What follows belongs to an exercise in optimizing a design on an open flow for a short achievable clock period and few clock cycles; a production flow would make more cautious choices. Function was checked by simulation only, so behaviour that the tests miss may differ from the original. Power figures rest on the tool's default switching activity, not on a simulated workload.

== lane 1 ==
// mips_top
module mips_top(clk, rst, imem_addr, imem_rdata, dmem_addr, dmem_we, dmem_wdata, dmem_rdata);
  input clk, rst;
  output [31:0] imem_addr;
  input [31:0] imem_rdata;
  output [31:0] dmem_addr;
  output dmem_we;
  output [31:0] dmem_wdata;
  input [31:0] dmem_rdata;
  wire [31:0] s1, s2;
  wire [4:0] a3;
  wire we3;
  wire [31:0] wd3, rd1, rd2;
  mips_cpu cpu(clk, rst, imem_addr, imem_rdata, dmem_addr, dmem_rdata, dmem_we, dmem_wdata,
               s1, s2, a3, we3, wd3, rd1, rd2);
  register_file rf(clk, we3, s1, s2, a3, wd3, rd1, rd2);
endmodule
Settings: LEC_CHECK=0, ABC_CLOCK_PERIOD_IN_PS=2500, CAP_MARGIN=20, CORE_MARGIN=2, CORE_UTILIZATION=40, PLACE_DENSITY=0.6, SETUP_SLACK_MARGIN=5, SLEW_MARGIN=20, SYNTH_HIERARCHICAL=1, TNS_END_PERCENT=10; clock period 10.5 ns.
standard.sh (not shown) runs the stock make flow with config.mk's settings and CLKGATE_MAP_FILE= SYNTH_SCRIPT=/design/flow/synth_recipe.tcl, a recipe that flattens the netlist after the stock synthesis.
==> flow/flow/run.sh <==
#!/bin/bash
set -euo pipefail
MARGIN=$(cat flow/margin.txt)
bash standard.sh synth > synth_make.log 2>&1
bash standard.sh SETUP_SLACK_MARGIN=$MARGIN finish > layout_make.log 2>&1
==> flow/flow/margin.txt <==
7.4
Both conditions hold for lane 1: the flow ran to the end and the final layout passed the timing, DRC and antenna checks.
Testbench counts of lane 1, summed over its fixed seeds: cycles 11,662.
Modified inputs, lane 2 compared to lane 1
- TNS_END_PERCENT removed (was 10)
==> flow/run.sh (new file) <==
#!/bin/bash
# synth_recipe.tcl (not shown) runs the flow's synth.tcl, then flattens the netlist and writes it again
# the make line also repeats each setting of config.mk as NAME=value (left out here)
make -C /OpenROAD-flow-scripts/flow DESIGN_CONFIG=/design/flow/config.mk WORK_HOME=/design/flow/orfs CLKGATE_MAP_FILE= SYNTH_SCRIPT=/design/flow/synth_recipe.tcl finish
removed: flow/flow/run.sh
removed: flow/flow/margin.txt
removed: flow/standard.sh
## What came out
- Lane 2 improves on lane 1 in worst slew margin relative to its limit.
- Reg-to-reg setup timing slack sits lower in lane 2 than in lane 1.
- Lane 2 ended with every stage complete and zero timing, DRC or antenna violations.
- Number of setup buffers added after CTS in lane 2 is 100 below lane 1.
- Between lane 2 and lane 1, it is lane 2 whose maximum net fanout on the critical path is higher, by 16.
- sky130_fd_sc_hd__inv_1 as the slowest cell on the critical path was reported by lane 1, and sky130_fd_sc_hd__nor3_1 by lane 2.
- Taking lane 1 as the reference, in lane 2 footprint of the flip-flops and latches fell 220 um^2, final critical delay including setup and external delays rose 1.44 ns, total power fell 540 uW, final hold slack rose 0.012 ns.
- From lane 1 to lane 2, number of nets still failing antenna checks after routing did not move at all.
- Lane 2 — area growth from synthesis to final layout 6.9 points lower, lane 1 as reference

---

Setup of the reference run:
Starting RTL as in the previous note.
Settings: LEC_CHECK=0, ABC_CLOCK_PERIOD_IN_PS=2500, CAP_MARGIN=20, CORE_MARGIN=2, CORE_UTILIZATION=40, PLACE_DENSITY=0.6, SETUP_SLACK_MARGIN=5, SLEW_MARGIN=20, SYNTH_HIERARCHICAL=1; clock period 10.5 ns.
==> flow/flow/run.sh <==
#!/bin/bash
set -euo pipefail
MARGIN=$(cat flow/margin.txt)
bash standard.sh synth > synth_make.log 2>&1
bash standard.sh SETUP_SLACK_MARGIN=$MARGIN finish > layout_make.log 2>&1
==> flow/flow/margin.txt <==
7.0
The reference run closes out successfully: all stages finished, all timing, DRC and antenna checks passed.
Testbench counts of the reference run, summed over its fixed seeds: cycles 11,662.
Input changes introduced in the trial run (baseline for comparison: the reference run):
- putting CTS_CLUSTER_DIAMETER at 60 where nothing was set
- putting CTS_CLUSTER_SIZE at 20 where nothing was set
==> flow/flow/margin.txt <==
7.4
Notes after the runs:
- Compared with the reference run, in the trial run transition at the pin with the smallest max-transition slack down 50 ps, via count climbed 1245, number of remaining DRC errors neither gained nor lost much, post-detailed-placement cell area about even, synthesized cell count ~0 delta.

-- re-timing with driven ports --
Ports are ideal in the flow. The routed layouts listed here were re-timed in OpenROAD. Step 1 (the two cells are an assumption about what drives the block):
set clk [get_ports {clk}]
set_driving_cell -lib_cell sky130_fd_sc_hd__clkbuf_16 $clk
set_driving_cell -lib_cell sky130_fd_sc_hd__buf_2 [delete_from_list [all_inputs] $clk]
Step 2 moves the port delays by t, midway between the first and last clock arrival at a register: inputs arrive t later, outputs are due t later. That takes back most of the time a late clock gives input paths. Slacks: ideal / step 1 / step 2; pairs: ideal / step 1.
run	t, ns	setup WS [ns]	worst hold slack (ns)	worst setup path at the end	cell pins on the clock port's net
lane 1	0.903	7.005 / 6.974 / 6.162	0.314 / 0.314 / 0.314	input to register	1
lane 2	0.912	5.565 / 5.565 / 5.565	0.326 / 0.326 / 0.326	register to register	1
the reference run	0.886	6.918 / 6.918 / 6.100	0.326 / 0.326 / 0.326	input to register	1
the trial run	0.877	7.028 / 6.974 / 6.228	0.319 / 0.319 / 0.319	input to register	1
After both steps every run listed still meets setup and hold. The setup slack of lane 1, which loses most, moves by -0.031 ns with the drivers and by -0.843 ns with both steps.
